From an optimization exercise on the open Yosys and OpenROAD flow, aimed at small area; shortcuts taken in it are not production practice.
Only simulation tests tie the RTL to the original design; equivalence was not proved.
No activity file was given, so power comes from the tool's default toggle rates. No driver is modelled on the clock port, so clocking that relies on it looks cheaper here than on a real chip.

==> job 5592: inputs <==
==> flow/design.v <==
module MIPSProcessor (
    input    wire               clk, rst,
    output   wire    [31:0]     imem_addr,
    input    wire    [31:0]     imem_rdata,
    output   wire    [31:0]     dmem_addr,
    output   wire    [31:0]     dmem_wdata,
    output   wire               dmem_we,
    input    wire    [31:0]     dmem_rdata
);
reg  [4:0] phase;
reg        clr;         
reg  [1:0] pidx;        
wire       last;
wire p0  = (phase == 5'd0);
wire p31 = (phase == 5'd31);
always @(posedge clk or negedge rst) begin
    if (!rst) begin
        phase <= 5'd0;
        clr   <= 1'b1;
        pidx  <= 2'd0;
    end else begin
        phase <= phase + 5'd1;
        if (p31) begin
            clr  <= 1'b0;
            pidx <= (clr | last) ? 2'd0 : pidx + 2'd1;
        end
    end
end
wire [31:0] I   = imem_rdata;
wire [5:0]  op  = I[31:26];
wire [5:0]  fn  = I[5:0];
wire [4:0]  rs  = I[25:21];
wire [4:0]  rt  = I[20:16];
wire [4:0]  rd  = I[15:11];
wire isR    = (op == 6'b000000);
wire isMul  = isR & (fn == 6'b011100);
wire isSlt  = isR & (fn == 6'b101010);
wire isSub  = isR & (fn == 6'b100010);
wire isAddi = (op == 6'b001000);
wire isLw   = (op == 6'b100011);
wire isSw   = (op == 6'b101011);
wire isBeq  = (op == 6'b000100);
wire isJ    = (op == 6'b000010);
reg  [31:2] pc;
reg  [31:0] addr;       
reg  [31:0] wd;         
reg         ncarry;     
reg         acarry;     
reg         eqf;        
reg  [10:0] mb;         
reg  [3:0]  mc;         
wire [31:0] f0;         
assign f0[0] = 1'b0;
wire        rsbit = f0[rs];
wire        rtbit = f0[rt];
wire        wr;
wire [4:0]  wa;
wire        wbit;
genvar r;
generate
    for (r = 1; r < 32; r = r + 1) begin : g_reg
        reg [31:0] q;
        wire sel = clr | (wr & (wa == r));
        always @(posedge clk)
            q <= {sel ? wbit : q[0], q[31:1]};
        assign f0[r] = q[0];
    end
endgenerate
wire [31:0] I26     = {6'b0, I[25:0]};
wire        ibit    = I26[phase];
wire        immbit  = (phase <= 5'd15) ? ibit : I[15];
wire        offbit  = isJ ? ibit : immbit;
wire [31:0] pcs    = {2'b00, pc};
wire        usepc  = ~clr & ~isJ;
wire        offen  = ~clr & (isJ | (isBeq & (pidx == 2'd1)));
wire        na     = usepc & pcs[phase];
wire        nb     = offen & offbit;
wire        ncin   = p0 ? usepc : ncarry;
wire        nsum   = na ^ nb ^ ncin;
wire        useimm = isAddi | isLw | isSw;
wire        binv   = isSub | isSlt;
wire        aa     = rsbit;
wire        bb     = (useimm ? immbit : rtbit) ^ binv;
wire        acin   = p0 ? binv : acarry;
wire        asum   = aa ^ bb ^ acin;
wire        eqc    = (p0 | eqf) & ~(rsbit ^ rtbit);
wire [10:0] effb, tap;
genvar m;
generate
    for (m = 0; m < 11; m = m + 1) begin : g_mul
        wire [5:0] s = 6'd11 * pidx + m;
        assign effb[m] = (phase == s) ? rtbit : mb[m];
        if (m == 0)
            assign tap[m] = (pidx == 2'd0) ? rsbit : (pidx == 2'd1) ? wd[21] : wd[10];
        else
            assign tap[m] = (pidx == 2'd0) ? wd[32-m] : (pidx == 2'd1) ? wd[21-m] : wd[10-m];
    end
endgenerate
wire [10:0] pp   = effb & tap;
wire        macc = (pidx != 2'd0) & addr[0];
wire [3:0]  mci = p0 ? 4'd0 : mc;
wire [1:0]  fa_a = macc  + pp[0] + pp[1];
wire [1:0]  fa_b = pp[2] + pp[3] + pp[4];
wire [1:0]  fa_c = pp[5] + pp[6] + pp[7];
wire [1:0]  fa_d = pp[8] + pp[9] + pp[10];
wire [1:0]  fa_e = fa_a[0] + fa_b[0] + fa_c[0];
wire [1:0]  fa_f = fa_d[0] + mci[0] + fa_e[0];
wire [1:0]  fa_g = fa_a[1] + fa_b[1] + fa_c[1];
wire [1:0]  fa_h = fa_d[1] + fa_e[1] + fa_f[1];
wire [1:0]  fa_i = fa_g[0] + fa_h[0] + mci[1];
wire [1:0]  fa_j = fa_g[1] + fa_h[1] + fa_i[1];
wire [1:0]  fa_k = fa_j[0] + mci[2];
wire [1:0]  fa_l = fa_j[1] + fa_k[1] + mci[3];
wire        msum = fa_f[0];
wire [4:0]  mtot = {fa_l, fa_k[0], fa_i[0], fa_f[0]};
assign last = isMul ? (pidx == 2'd2) :
              (isSlt | isLw | isSw) ? (pidx == 2'd1) :
              isBeq ? ((pidx == 2'd1) | ~eqc) :
              1'b1;
wire isAdd = isR & ~isMul & ~isSlt;
assign wr  = (pidx == 2'd0) & (isAdd | isAddi)
           | (pidx == 2'd1) & (isSlt | isLw)
           | (pidx == 2'd2) & isMul;
assign wa  = isR ? rd : rt;
assign wbit = clr   ? 1'b0 :
              isLw  ? (wd[0] | (p0 & dmem_rdata[0])) :
              isSlt ? (p0 & ~acarry) :
              isMul ? msum :
              asum;
wire ain = clr ? 1'b0 :
           (isMul & (pidx != 2'd2)) ? msum :
           ((isLw | isSw) & (pidx == 2'd0)) ? asum :
           nsum;
wire win = isMul ? ((pidx == 2'd0) ? rsbit : wd[0]) : (rtbit & ~isLw);
wire lwload = isLw & (pidx == 2'd1) & p0;
always @(posedge clk) begin
    addr   <= {ain, addr[31:1]};
    wd[31] <= win;
    wd[30:0] <= wd[31:1] | ({31{lwload}} & dmem_rdata[31:1]);
    ncarry <= (na & nb) | (na & ncin) | (nb & ncin);
    acarry <= (aa & bb) | (aa & acin) | (bb & acin);
    eqf    <= eqc;
    mb     <= p31 ? 11'd0 : effb;
    mc     <= mtot[4:1];
    if (p31 & (clr | last))
        pc <= addr[30:1];
end
assign imem_addr  = {pc, 2'b00};
assign dmem_addr  = addr;
assign dmem_wdata = wd;
assign dmem_we    = isSw & (pidx == 2'd1) & p0 & ~clr;
endmodule
==> flow/flow/run.sh <==
#!/bin/bash
# Standard ORFS layout (standard.sh), with two changes:
#  - port buffers use the smallest buffer cell instead of the resizer's pick
#  - clock tree: larger sink clusters and no dummy loads
set -e
cp standard.sh standard_sh.log
export BUFFER_PORTS_ARGS="-buffer_cell sky130_fd_sc_hd__buf_1"
export CTS_ARGS="-sink_clustering_enable -repair_clock_nets -dont_use_dummy_load -sink_clustering_size 35 -sink_clustering_max_diameter 60"
bash standard.sh > standard.log 2>&1
==> flow/standard.sh <==
#!/bin/bash
# synth_recipe.tcl (not shown) runs the flow's synth.tcl, then flattens the netlist and writes it again
# the make line also repeats each setting of config.mk as NAME=value (left out here)
make -C /OpenROAD-flow-scripts/flow DESIGN_CONFIG=/design/flow/config.mk WORK_HOME=/design/flow/orfs CLKGATE_MAP_FILE= SYNTH_SCRIPT=/design/flow/synth_recipe.tcl "${@:-finish}"
==> flow/config.mk <==
export PLATFORM = sky130hd
export DESIGN_NAME = MIPSProcessor
export DESIGN_NICKNAME = MIPSProcessor
export VERILOG_FILES = /design/flow/design.v
export SDC_FILE = /design/flow/constraint.sdc
export NUM_CORES = 4
export LEC_CHECK = 0
export CAP_MARGIN = 20
export CORE_MARGIN = 2
export CORE_UTILIZATION = 65
export PLACE_DENSITY = 0.75
export SLEW_MARGIN = 20
==> flow/constraint.sdc <==
create_clock -name core_clock -period 12.0 [get_ports {clk}]
set_input_delay 2.4000 -clock core_clock [delete_from_list [all_inputs] [get_ports {clk}]]
set_output_delay 2.4000 -clock core_clock [all_outputs]
set_load 0.01 [all_outputs]
==> job 3712 (differences from job 5592) <==
==> flow/design.v, changed modules only <==
module MIPSProcessor (
    input    wire               clk, rst,
    output   wire    [31:0]     imem_addr,
    input    wire    [31:0]     imem_rdata,
    output   wire    [31:0]     dmem_addr,
    output   wire    [31:0]     dmem_wdata,
    output   wire               dmem_we,
    input    wire    [31:0]     dmem_rdata
);
reg  [4:0] phase;
reg        clr;         
reg  [1:0] pidx;        
wire       last;
wire p0  = (phase == 5'd0);
wire p2  = (phase == 5'd2);
wire p31 = (phase == 5'd31);
always @(posedge clk or negedge rst) begin
    if (!rst) begin
        phase <= 5'd0;
        clr   <= 1'b1;
        pidx  <= 2'd0;
    end else begin
        phase <= phase + 5'd1;
        if (p31) begin
            clr  <= 1'b0;
            pidx <= (clr | last) ? 2'd0 : pidx + 2'd1;
        end
    end
end
wire [31:0] I   = imem_rdata;
wire [5:0]  op  = I[31:26];
wire [5:0]  fn  = I[5:0];
wire [4:0]  rs  = I[25:21];
wire [4:0]  rt  = I[20:16];
wire [4:0]  rd  = I[15:11];
wire isR    = (op == 6'b000000);
wire isMul  = isR & (fn == 6'b011100);
wire isSlt  = isR & (fn == 6'b101010);
wire isSub  = isR & (fn == 6'b100010);
wire isAddi = (op == 6'b001000);
wire isLw   = (op == 6'b100011);
wire isSw   = (op == 6'b101011);
wire isBeq  = (op == 6'b000100);
wire isJ    = (op == 6'b000010);
reg  [31:2] pc;
reg  [31:0] addr;       
reg  [31:0] wd;         
reg         ncarry;     
reg         acarry;     
reg         eqf;        
reg  [10:0] mb;         
reg  [3:0]  mc;         
wire [31:0] f0;         
assign f0[0] = 1'b0;
wire        rsbit = f0[rs];
wire        rtbit = f0[rt];
wire        wr;
wire [4:0]  wa;
wire        wbit;
genvar r;
generate
    for (r = 1; r < 32; r = r + 1) begin : g_reg
        reg [31:0] q;
        wire sel = clr | (wr & (wa == r));
        always @(posedge clk)
            q <= {sel ? wbit : q[0], q[31:1]};
        assign f0[r] = q[0];
    end
endgenerate
wire        offmode = isJ | isBeq;
wire [4:0]  k       = offmode ? phase - 5'd2 : phase;
wire [31:0] I26     = {6'b0, I[25:0]};
wire        ibit    = I26[k];
wire        offbit  = (phase >= 5'd2) & (isJ ? ibit : ((k <= 5'd15) ? ibit : I[15]));
wire        immbit  = (phase <= 5'd15) ? ibit : I[15];
wire [31:0] pcv    = {pc, 2'b00};
wire        usepc  = ~clr & ~isJ;
wire        offen  = ~clr & (isJ | (isBeq & (pidx == 2'd1)));
wire        na     = usepc & pcv[phase];
wire        nb     = offen & offbit;
wire        ncin   = (p2 & usepc) | (~p0 & ncarry);
wire        nsum   = na ^ nb ^ ncin;
wire        useimm = isAddi | isLw | isSw;
wire        binv   = isSub | isSlt;
wire        aa     = rsbit;
wire        bb     = (useimm ? immbit : rtbit) ^ binv;
wire        acin   = p0 ? binv : acarry;
wire        asum   = aa ^ bb ^ acin;
wire        eqc    = (p0 | eqf) & ~(rsbit ^ rtbit);
wire [10:0] effb, tap;
genvar m;
generate
    for (m = 0; m < 11; m = m + 1) begin : g_mul
        wire [5:0] s = 6'd11 * pidx + m;
        assign effb[m] = (phase == s) ? rtbit : mb[m];
        if (m == 0)
            assign tap[m] = (pidx == 2'd0) ? rsbit : (pidx == 2'd1) ? wd[21] : wd[10];
        else
            assign tap[m] = (pidx == 2'd0) ? wd[32-m] : (pidx == 2'd1) ? wd[21-m] : wd[10-m];
    end
endgenerate
wire [10:0] pp   = effb & tap;
wire        macc = (pidx != 2'd0) & addr[0];
wire [4:0]  mtot = macc + pp[0] + pp[1] + pp[2] + pp[3] + pp[4] + pp[5] + pp[6]
                 + pp[7] + pp[8] + pp[9] + pp[10] + (p0 ? 4'd0 : mc);
wire        msum = mtot[0];
assign last = isMul ? (pidx == 2'd2) :
              (isSlt | isLw | isSw) ? (pidx == 2'd1) :
              isBeq ? ((pidx == 2'd1) | ~eqc) :
              1'b1;
wire isAdd = isR & ~isMul & ~isSlt;
assign wr  = (pidx == 2'd0) & (isAdd | isAddi)
           | (pidx == 2'd1) & (isSlt | isLw)
           | (pidx == 2'd2) & isMul;
assign wa  = isR ? rd : rt;
assign wbit = clr   ? 1'b0 :
              isLw  ? (p0 ? dmem_rdata[0] : wd[0]) :
              isSlt ? (p0 & ~acarry) :
              isMul ? msum :
              asum;
wire ain = clr ? 1'b0 :
           (isMul & (pidx != 2'd2)) ? msum :
           ((isLw | isSw) & (pidx == 2'd0)) ? asum :
           nsum;
wire win = isMul ? ((pidx == 2'd0) ? rsbit : wd[0]) : rtbit;
wire lwload = isLw & (pidx == 2'd1) & p0;
always @(posedge clk) begin
    addr   <= {ain, addr[31:1]};
    wd[31] <= win;
    wd[30:0] <= lwload ? dmem_rdata[31:1] : wd[31:1];
    ncarry <= (na & nb) | (na & ncin) | (nb & ncin);
    acarry <= (aa & bb) | (aa & acin) | (bb & acin);
    eqf    <= eqc;
    mb     <= p31 ? 11'd0 : effb;
    mc     <= mtot[4:1];
    if (p31 & (clr | last))
        pc <= {ain, addr[31:3]};
end
assign imem_addr  = {pc, 2'b00};
assign dmem_addr  = addr;
assign dmem_wdata = wd;
assign dmem_we    = isSw & (pidx == 2'd1) & p0 & ~clr;
endmodule
==> flow/run.sh (new file) <==
#!/bin/bash
# synth_recipe.tcl (not shown) runs the flow's synth.tcl, then flattens the netlist and writes it again
# the make line also repeats each setting of config.mk as NAME=value (left out here)
make -C /OpenROAD-flow-scripts/flow DESIGN_CONFIG=/design/flow/config.mk WORK_HOME=/design/flow/orfs CLKGATE_MAP_FILE= SYNTH_SCRIPT=/design/flow/synth_recipe.tcl finish
Settings changed: ABC_AREA from default to 1, CORE_UTILIZATION 65 to 40, CTS_CLUSTER_DIAMETER from default to 80, CTS_CLUSTER_SIZE from default to 25, PLACE_DENSITY 0.75 to default.
removed: flow/flow/run.sh
removed: flow/standard.sh
==> job 3971 (differences from job 5592) <==
==> flow/design.v, changed modules only <==
module MIPSProcessor (
    input    wire               clk, rst,
    output   wire    [31:0]     imem_addr,
    input    wire    [31:0]     imem_rdata,
    output   wire    [31:0]     dmem_addr,
    output   wire    [31:0]     dmem_wdata,
    output   wire               dmem_we,
    input    wire    [31:0]     dmem_rdata
);
reg  [4:0] phase;
reg        clr;         
reg  [1:0] pidx;        
wire       last;
wire p0  = (phase == 5'd0);
wire p2  = (phase == 5'd2);
wire p31 = (phase == 5'd31);
always @(posedge clk or negedge rst) begin
    if (!rst) begin
        phase <= 5'd0;
        clr   <= 1'b1;
        pidx  <= 2'd0;
    end else begin
        phase <= phase + 5'd1;
        if (p31) begin
            clr  <= 1'b0;
            pidx <= (clr | last) ? 2'd0 : pidx + 2'd1;
        end
    end
end
wire [31:0] I   = imem_rdata;
wire [5:0]  op  = I[31:26];
wire [5:0]  fn  = I[5:0];
wire [4:0]  rs  = I[25:21];
wire [4:0]  rt  = I[20:16];
wire [4:0]  rd  = I[15:11];
wire isR    = (op == 6'b000000);
wire isMul  = isR & (fn == 6'b011100);
wire isSlt  = isR & (fn == 6'b101010);
wire isSub  = isR & (fn == 6'b100010);
wire isAddi = (op == 6'b001000);
wire isLw   = (op == 6'b100011);
wire isSw   = (op == 6'b101011);
wire isBeq  = (op == 6'b000100);
wire isJ    = (op == 6'b000010);
reg  [31:2] pc;
reg  [31:0] addr;       
reg  [31:0] wd;         
reg         ncarry;     
reg         acarry;     
reg         eqf;        
reg  [10:0] mb;         
reg  [3:0]  mc;         
wire [31:0] f0;         
assign f0[0] = 1'b0;
wire        rsbit = f0[rs];
wire        rtbit = f0[rt];
wire        wr;
wire [4:0]  wa;
wire        wbit;
genvar r;
generate
    for (r = 1; r < 32; r = r + 1) begin : g_reg
        reg [31:0] q;
        wire sel = clr | (wr & (wa == r));
        always @(posedge clk)
            q <= {sel ? wbit : q[0], q[31:1]};
        assign f0[r] = q[0];
    end
endgenerate
wire        offmode = isJ | isBeq;
wire [4:0]  k       = offmode ? phase - 5'd2 : phase;
wire [31:0] I26     = {6'b0, I[25:0]};
wire        ibit    = I26[k];
wire        offbit  = (phase >= 5'd2) & (isJ ? ibit : ((k <= 5'd15) ? ibit : I[15]));
wire        immbit  = (phase <= 5'd15) ? ibit : I[15];
wire [31:0] pcv    = {pc, 2'b00};
wire        usepc  = ~clr & ~isJ;
wire        offen  = ~clr & (isJ | (isBeq & (pidx == 2'd1)));
wire        na     = usepc & pcv[phase];
wire        nb     = offen & offbit;
wire        ncin   = (p2 & usepc) | (~p0 & ncarry);
wire        nsum   = na ^ nb ^ ncin;
wire        useimm = isAddi | isLw | isSw;
wire        binv   = isSub | isSlt;
wire        aa     = rsbit;
wire        bb     = (useimm ? immbit : rtbit) ^ binv;
wire        acin   = p0 ? binv : acarry;
wire        asum   = aa ^ bb ^ acin;
wire        eqc    = (p0 | eqf) & ~(rsbit ^ rtbit);
wire [10:0] effb, tap;
genvar m;
generate
    for (m = 0; m < 11; m = m + 1) begin : g_mul
        wire [5:0] s = 6'd11 * pidx + m;
        assign effb[m] = (phase == s) ? rtbit : mb[m];
        if (m == 0)
            assign tap[m] = (pidx == 2'd0) ? rsbit : (pidx == 2'd1) ? wd[21] : wd[10];
        else
            assign tap[m] = (pidx == 2'd0) ? wd[32-m] : (pidx == 2'd1) ? wd[21-m] : wd[10-m];
    end
endgenerate
wire [10:0] pp   = effb & tap;
wire        macc = (pidx != 2'd0) & addr[0];
wire [4:0]  mtot = macc + pp[0] + pp[1] + pp[2] + pp[3] + pp[4] + pp[5] + pp[6]
                 + pp[7] + pp[8] + pp[9] + pp[10] + (p0 ? 4'd0 : mc);
wire        msum = mtot[0];
assign last = isMul ? (pidx == 2'd2) :
              (isSlt | isLw | isSw) ? (pidx == 2'd1) :
              isBeq ? ((pidx == 2'd1) | ~eqc) :
              1'b1;
wire isAdd = isR & ~isMul & ~isSlt;
assign wr  = (pidx == 2'd0) & (isAdd | isAddi)
           | (pidx == 2'd1) & (isSlt | isLw)
           | (pidx == 2'd2) & isMul;
assign wa  = isR ? rd : rt;
assign wbit = clr   ? 1'b0 :
              isLw  ? (p0 ? dmem_rdata[0] : wd[0]) :
              isSlt ? (p0 & ~acarry) :
              isMul ? msum :
              asum;
wire ain = clr ? 1'b0 :
           (isMul & (pidx != 2'd2)) ? msum :
           ((isLw | isSw) & (pidx == 2'd0)) ? asum :
           nsum;
wire win = isMul ? ((pidx == 2'd0) ? rsbit : wd[0]) : rtbit;
wire lwload = isLw & (pidx == 2'd1) & p0;
always @(posedge clk) begin
    addr   <= {ain, addr[31:1]};
    wd[31] <= win;
    wd[30:0] <= lwload ? dmem_rdata[31:1] : wd[31:1];
    ncarry <= (na & nb) | (na & ncin) | (nb & ncin);
    acarry <= (aa & bb) | (aa & acin) | (bb & acin);
    eqf    <= eqc;
    mb     <= p31 ? 11'd0 : effb;
    mc     <= mtot[4:1];
    if (p31 & (clr | last))
        pc <= {ain, addr[31:3]};
end
assign imem_addr  = {pc, 2'b00};
assign dmem_addr  = addr;
assign dmem_wdata = wd;
assign dmem_we    = isSw & (pidx == 2'd1) & p0 & ~clr;
endmodule
==> flow/run.sh (new file) <==
#!/bin/bash
# synth_recipe.tcl (not shown) runs the flow's synth.tcl, then flattens the netlist and writes it again
# the make line also repeats each setting of config.mk as NAME=value (left out here)
make -C /OpenROAD-flow-scripts/flow DESIGN_CONFIG=/design/flow/config.mk WORK_HOME=/design/flow/orfs CLKGATE_MAP_FILE= SYNTH_SCRIPT=/design/flow/synth_recipe.tcl finish
Settings changed: CORE_UTILIZATION 65 to 40, PLACE_DENSITY 0.75 to default.
removed: flow/flow/run.sh
removed: flow/standard.sh
==> run notes <==
item	job 3712	job 5592	job 3971
Die Footprint	70200 sq um	42600 sq um	69800 sq um
Slack of the worst reg-to-reg path	5.11 ns	5.66 ns	5.26 ns
Antenna violations before repair	2	6	4
Sequential-to-total area share from yosys stat	0.830	0.849	0.835
Combinational power	196 uW	132 uW	97.3 uW
Crit-path max FO	18	14	31
Overall Global Routing Usage	0.134	0.204	0.134
CLK BUF	59	44	138
Overall Power	5850 uW	5560 uW	7070 uW
Total stage count of the critical path	27	20	17
Wire length on met1	24.2 mm	19.8 mm	22.7 mm
Worst path bufs/invs	5	6	2
Result of the run	no timing/DRC/antenna violations	no timing/DRC/antenna violations	no timing/DRC/antenna violations
Headroom to the max-slew limit	0.450	0.353	0.268
Met1 usage in global routing	0.203	0.279	0.192
Worst Setup Slack post-DPL	3.30 ns	3.29 ns	2.73 ns
Met3 Wirelength	2.11 mm	2.06 mm	2.79 mm
Cell Pwr Density	187 nW/um^2	193 nW/um^2	213 nW/um^2
Logic gate share of total power	0.033	0.024	0.014
Number of instances in the placed design	2961	2267	2705
Core area	67300 sq um	40600 sq um	67000 sq um
Share of cell area taken by flip-flops and latches	0.723	0.784	0.682
GR Util met3	0.0234	0.0371	0.0410
Number of signal-net inverters in the final layout	124	23	28
Floorplan die width	265 um	206 um	264 um
Routability cong.	0.803	0.867	0.836

-- what the ideal ports hide --
No port has a modelled driver above. Below, the same layouts with a new extraction and two added sets of constraints. Step 1 assumes that a clkbuf_16 drives the clock port and a buf_2 every other input. Step 2 times the ports against the registers' clock, not the clock port: input delays grow and output delays shrink by t, the midpoint of the rising clock arrivals with the driver on. a / b / c = ideal / step 1 / step 2; a / b = the first two.
run | t, ns | setup slack, ns | worst slew at a driven data input, ns
job 5592 | 0.623 | 3.880 / 3.877 / 3.255 | 0.11
job 3712 | 0.669 | 3.967 / 3.948 / 3.278 | 0.11
job 3971 | 0.693 | 3.307 / 3.289 / 2.597 | 0.12
After both steps setup and hold are still met in every run listed. For job 3971, which loses most, drivers alone change the setup slack by -0.018 ns; drivers and shift together by -0.710 ns.
